This design comes from an exercise in tuning for small area on the open sky130 flow, not from production work. Power figures rest on the tool's default switching activity, not on a simulated workload.

rev 12:
==> flow/design.v (excerpt) <==
module apb_i2c_master #(
  parameter int APB_ADDR_WIDTH = 8,
  parameter int CLK_DIV_WIDTH  = 16
) (
  input  logic                      pclk,
  input  logic                      presetn,
  input  logic [APB_ADDR_WIDTH-1:0] paddr,
  input  logic                      psel,
  input  logic                      penable,
  input  logic                      pwrite,
  input  logic [31:0]               pwdata,
  output logic [31:0]               prdata,
  output logic                      pready,
  output logic                      pslverr,
  input  logic                      scl_i,
  output logic                      scl_o,
  output logic                      scl_oe,
  output logic                      sda_o,
  output logic                      sda_oe,
  input  logic                      sda_i,
  output logic                      irq
);
Settings: LEC_CHECK=0, CAP_MARGIN=20, CORE_MARGIN=2, CORE_UTILIZATION=40, SLEW_MARGIN=20; clock period 10.0 ns.
standard.sh (not shown) runs the stock make flow with config.mk's settings and CLKGATE_MAP_FILE= SYNTH_SCRIPT=/design/flow/synth_recipe.tcl, a recipe that flattens the netlist after the stock synthesis.
==> flow/flow/run.sh <==
#!/bin/bash
set -euo pipefail
export BUFFER_PORTS_ARGS="-buffer_cell sky130_fd_sc_hd__buf_1"
export SKIP_REPAIR_TIE_FANOUT=1
export POST_FLOORPLAN_TCL="$PWD/flow/downsize.tcl"
export CTS_ARGS="-sink_clustering_enable -repair_clock_nets -dont_use_dummy_load -buf_list sky130_fd_sc_hd__clkbuf_4 -root_buf sky130_fd_sc_hd__clkbuf_8 -sink_clustering_size 10 -sink_clustering_max_diameter 60"
bash standard.sh > standard.log 2>&1
==> flow/flow/downsize.tcl <==
# Swap every combinational cell for the smallest cell of the same function
# (same name stem, other drive strength). Registers, tie, tap and clock
# cells are left alone; later repair steps size up whatever timing, slew or
# capacitance needs.
proc my_downsize {} {
  set block [ord::get_db_block]
  set db [ord::get_db]
  set swapped 0
  set saved 0.0
  foreach inst [$block getInsts] {
    set name [[$inst getMaster] getName]
    if { ![regexp {^(sky130_fd_sc_hd__([a-z0-9]+))_([0-9]+)$} $name -> stem fn drv] } { continue }
    if { [regexp {^(df|edf|sdf|dl|conb|tap|fill|decap|clk|lpflow|probe|diode)} $fn] } { continue }
    set cur [get_lib_cells */$name]
    if { $cur == "" } { continue }
    set best $name
    set best_area [get_property $cur area]
    foreach d {0 1 2 3 4 6 8 12 16} {
      set cand "${stem}_$d"
      if { $cand == $name } { continue }
      set lc [get_lib_cells -quiet */$cand]
      if { $lc == "" } { continue }
      if { [get_property $lc dont_use] } { continue }
      set a [get_property $lc area]
      if { $a < $best_area - 1e-6 } {
        set best $cand
        set best_area $a
      }
    }
    if { $best != $name } {
      set saved [expr { $saved + [get_property $cur area] - $best_area }]
      replace_cell [$inst getName] [get_lib_cells */$best]
      incr swapped
    }
  }
  puts "my_downsize: swapped $swapped cells, saved [format %.1f $saved] um2"
}
my_downsize
diff inputs: rev 12 => rev 13
==> flow/flow/run.sh <==
#!/bin/bash
# Standard ORFS layout (the standard.sh) with:
#  - the standard synthesis, whose combinational logic is then re-mapped for
#    area by Yosys/ABC (registers untouched, see flow/resyn.ys);
#  - the smallest drive strength for every logic cell after floorplan, the
#    later repair steps sizing up what timing, slew or capacitance need;
#  - buf_1 port buffers, one tie cell per level, no dummy clock loads.
set -euo pipefail
W=$PWD
R=$W/orfs/results/sky130hd/apb_i2c_master/base
LIB=$FLOW_HOME/platforms/sky130hd/lib/sky130_fd_sc_hd__tt_025C_1v80.lib
bash standard.sh synth > synth.log 2>&1
cp $R/1_2_yosys.v $W/standard_1_2_yosys.v
DU=""
for c in $(sed -n '/^export DONT_USE_CELLS/,/^$/p' $FLOW_HOME/platforms/sky130hd/config.mk | grep -o 'sky130_fd_sc_hd__[a-z0-9_]*'); do DU="$DU -dont_use $c"; done
sed -e "s|@LIB@|$LIB|g" -e "s|@NETLIST@|$W/standard_1_2_yosys.v|" -e "s|@DONTUSE@|$DU|" \
    -e "s|@ABC@|$W/flow/resyn.abc|" -e "s|@OUT@|$W/resyn_1_2_yosys.v|" flow/resyn.ys > $W/resyn_run.ys
yosys -s $W/resyn_run.ys > resyn.log 2>&1
cp $W/resyn_1_2_yosys.v $R/1_2_yosys.v
touch $R/1_2_yosys.v
export BUFFER_PORTS_ARGS="-buffer_cell sky130_fd_sc_hd__buf_1"
export SKIP_REPAIR_TIE_FANOUT=1
export POST_FLOORPLAN_TCL="$W/flow/downsize.tcl"
export CTS_ARGS="-sink_clustering_enable -repair_clock_nets -dont_use_dummy_load -buf_list sky130_fd_sc_hd__clkbuf_4 -root_buf sky130_fd_sc_hd__clkbuf_8 -sink_clustering_size 10 -sink_clustering_max_diameter 60"
bash standard.sh > standard.log 2>&1
==> flow/flow/resyn.abc (new file) <==
strash
dc2
&get -n
&dch -f
&nf -R 1000 -a
&put
strash
dc2
&get -n
&dch -f
&nf -R 1000 -a
&put
==> flow/flow/resyn.ys (new file) <==
# Re-map the standard synthesis's logic for area. The registers and tie
# cells are kept as they are (same instances, names and cell types); only
# the combinational cells between them are re-mapped.
read_liberty -ignore_miss_func @LIB@
read_verilog @NETLIST@
hierarchy -top apb_i2c_master
setattr -mod -set keep_hierarchy 1 sky130_fd_sc_hd__df* sky130_fd_sc_hd__edf* sky130_fd_sc_hd__conb*
flatten
delete t:$scopeinfo
opt -purge
abc -liberty @LIB@ @DONTUSE@ -script @ABC@
tee -o resyn_stat.txt stat -liberty @LIB@
# the mapped cells as the library's black boxes again
read_liberty -lib -overwrite @LIB@
setundef -zero
splitnets
opt_clean -purge
hilomap -singleton -hicell sky130_fd_sc_hd__conb_1 HI -locell sky130_fd_sc_hd__conb_1 LO
opt_clean -purge
check -assert
write_verilog -noattr -nohex -nodec @OUT@
Notes after the runs:
Summary of rev 13 over rev 12: final worst clock skew shows an increase of 0.0067 ns; wire length saw a decrease; total length of routed met2 wires has decreased.
No run of this note included a check of the RTL's function; only the layout flow was run.

Setup of run 1:
Another version of the RTL of apb_i2c_master (not shown whole).
For scale: ~110 flip-flops, roughly 5600 µm² of cells after synthesis.
// apb_i2c_master
module apb_i2c_master #(
  parameter int APB_ADDR_WIDTH = 8,
  parameter int CLK_DIV_WIDTH  = 16
) (
  input  logic                      pclk,
  input  logic                      presetn,
  input  logic [APB_ADDR_WIDTH-1:0] paddr,
  input  logic                      psel,
  input  logic                      penable,
  input  logic                      pwrite,
  input  logic [31:0]               pwdata,
  output logic [31:0]               prdata,
  output logic                      pready,
  output logic                      pslverr,
  input  logic                      scl_i,
  output logic                      scl_o,
  output logic                      scl_oe,
  output logic                      sda_o,
  output logic                      sda_oe,
  input  logic                      sda_i,
  output logic                      irq
);
Settings: LEC_CHECK=0, CAP_MARGIN=20, CORE_MARGIN=2, CORE_UTILIZATION=40, SLEW_MARGIN=20; clock period 10.0 ns.
==> flow/flow/run.sh <==
#!/bin/bash
# Standard ORFS layout (the standard.sh) with smaller port buffers, one shared
# tie cell per constant level and no dummy clock loads.
set -euo pipefail
export BUFFER_PORTS_ARGS="-buffer_cell sky130_fd_sc_hd__buf_1"
export SKIP_REPAIR_TIE_FANOUT=1
export CTS_ARGS="-sink_clustering_enable -repair_clock_nets -dont_use_dummy_load"
bash standard.sh > standard.log 2>&1
[inputs] run 2 vs run 1
==> flow/flow/run.sh <==
#!/bin/bash
set -euo pipefail
export BUFFER_PORTS_ARGS="-buffer_cell sky130_fd_sc_hd__buf_1"
export SKIP_REPAIR_TIE_FANOUT=1
export POST_FLOORPLAN_TCL="$PWD/flow/downsize.tcl"
export CTS_ARGS="-sink_clustering_enable -repair_clock_nets -dont_use_dummy_load -buf_list sky130_fd_sc_hd__clkbuf_8 -root_buf sky130_fd_sc_hd__clkbuf_8"
bash standard.sh > standard.log 2>&1
==> flow/flow/downsize.tcl (new file) <==
# Swap every combinational cell for the smallest cell of the same function
# (same name stem, other drive strength). Registers, tie, tap and clock
# cells are left alone; later repair steps size up whatever timing, slew or
# capacitance needs.
proc my_downsize {} {
  set block [ord::get_db_block]
  set db [ord::get_db]
  set swapped 0
  set saved 0.0
  foreach inst [$block getInsts] {
    set name [[$inst getMaster] getName]
    if { ![regexp {^(sky130_fd_sc_hd__([a-z0-9]+))_([0-9]+)$} $name -> stem fn drv] } { continue }
    if { [regexp {^(df|edf|sdf|dl|conb|tap|fill|decap|clk|lpflow|probe|diode)} $fn] } { continue }
    set cur [get_lib_cells */$name]
    if { $cur == "" } { continue }
    set best $name
    set best_area [get_property $cur area]
    foreach d {0 1 2 3 4 6 8 12 16} {
      set cand "${stem}_$d"
      if { $cand == $name } { continue }
      set lc [get_lib_cells -quiet */$cand]
      if { $lc == "" } { continue }
      if { [get_property $lc dont_use] } { continue }
      set a [get_property $lc area]
      if { $a < $best_area - 1e-6 } {
        set best $cand
        set best_area $a
      }
    }
    if { $best != $name } {
      set saved [expr { $saved + [get_property $cur area] - $best_area }]
      replace_cell [$inst getName] [get_lib_cells */$best]
      incr swapped
    }
  }
  puts "my_downsize: swapped $swapped cells, saved [format %.1f $saved] um2"
}
my_downsize
Findings:
Run 2 gives less power than run 1 did.
Per the comparison of run 2 with run 1, cell leakage power fell by about 2.2%, global-route wire length before repair grew by 3.1%, via count now sits lower, final worst setup slack decreased 0.050 ns.
sky130_fd_sc_hd__buf_1 as the cell with the largest stage delay on the worst path was reported by run 1, and sky130_fd_sc_hd__nor4b_4 by run 2.
The run with more routed wire is run 2, not run 1.
Going from run 1 to run 2, fraction of final layout cells sized beyond drive strength 1 shrinks by 0.74 points.
Maximum frequency (higher): run 1
In the reports for run 1 and run 2, the larger data arrival at the endpoint of the critical path belongs to run 2.
Run 2 against run 1; final area is down by a few percent.
Relative to run 1, the global-route usage over all layers of run 2 is higher by 0.65 points.
What run 3 does differently from run 2 at the input level:
==> flow/run.sh (new file) <==
#!/bin/bash
# synth_recipe.tcl (not shown) runs the flow's synth.tcl, then flattens the netlist and writes it again
# the make line also repeats each setting of config.mk as NAME=value (left out here)
make -C /OpenROAD-flow-scripts/flow DESIGN_CONFIG=/design/flow/config.mk WORK_HOME=/design/flow/orfs CLKGATE_MAP_FILE= SYNTH_SCRIPT=/design/flow/synth_recipe.tcl finish
removed: flow/flow/run.sh
removed: flow/flow/downsize.tcl
removed: flow/standard.sh
Results
Changes observed in run 3 relative to run 2: power now larger, final area now larger. Run 3 vs run 2: total track usage up. Run 3 vs run 2: switching power total up. Length of routed met2 wiring ends up higher on run 3.
Function was not checked in any run of this note: the RTL went through the layout flow alone.

static timing again, ports no longer ideal:
Ports are ideal in the flow. The routed layouts listed here were re-timed in OpenROAD.
Step 1 (the two cells are an assumption about what drives the block):
set clk [get_ports {pclk}]
set_driving_cell -lib_cell sky130_fd_sc_hd__clkbuf_16 $clk
set_driving_cell -lib_cell sky130_fd_sc_hd__buf_2 [delete_from_list [all_inputs] $clk]
Step 2 times the ports against the registers' clock, not the clock port: input delays grow and output delays shrink by t, the midpoint of the rising clock arrivals with the driver on.
Three values: no drivers, after step 1, after step 2; two values: the first two.
run	shift t [ns]	slack for setup (ns)	latest minus earliest clock arrival (ns)	worst slew at a driven data input, ns	cell pins on the clock port's net
rev 12	0.398	3.835 / 3.811 / 3.811	0.025 / 0.025	0.05	1
rev 13	0.399	3.812 / 3.792 / 3.792	0.027 / 0.027	0.03	1
run 1	0.375	3.727 / 3.699 / 3.699	0.014 / 0.014	0.04	1
run 2	0.403	3.678 / 3.649 / 3.649	0.023 / 0.023	0.04	1
run 3	0.387	3.000 / 2.977 / 2.977	0.008 / 0.008	0.04	1
After both steps every run listed still meets setup and hold. For run 2, which loses most, drivers alone change the setup slack by -0.029 ns; drivers and shift together by -0.029 ns.
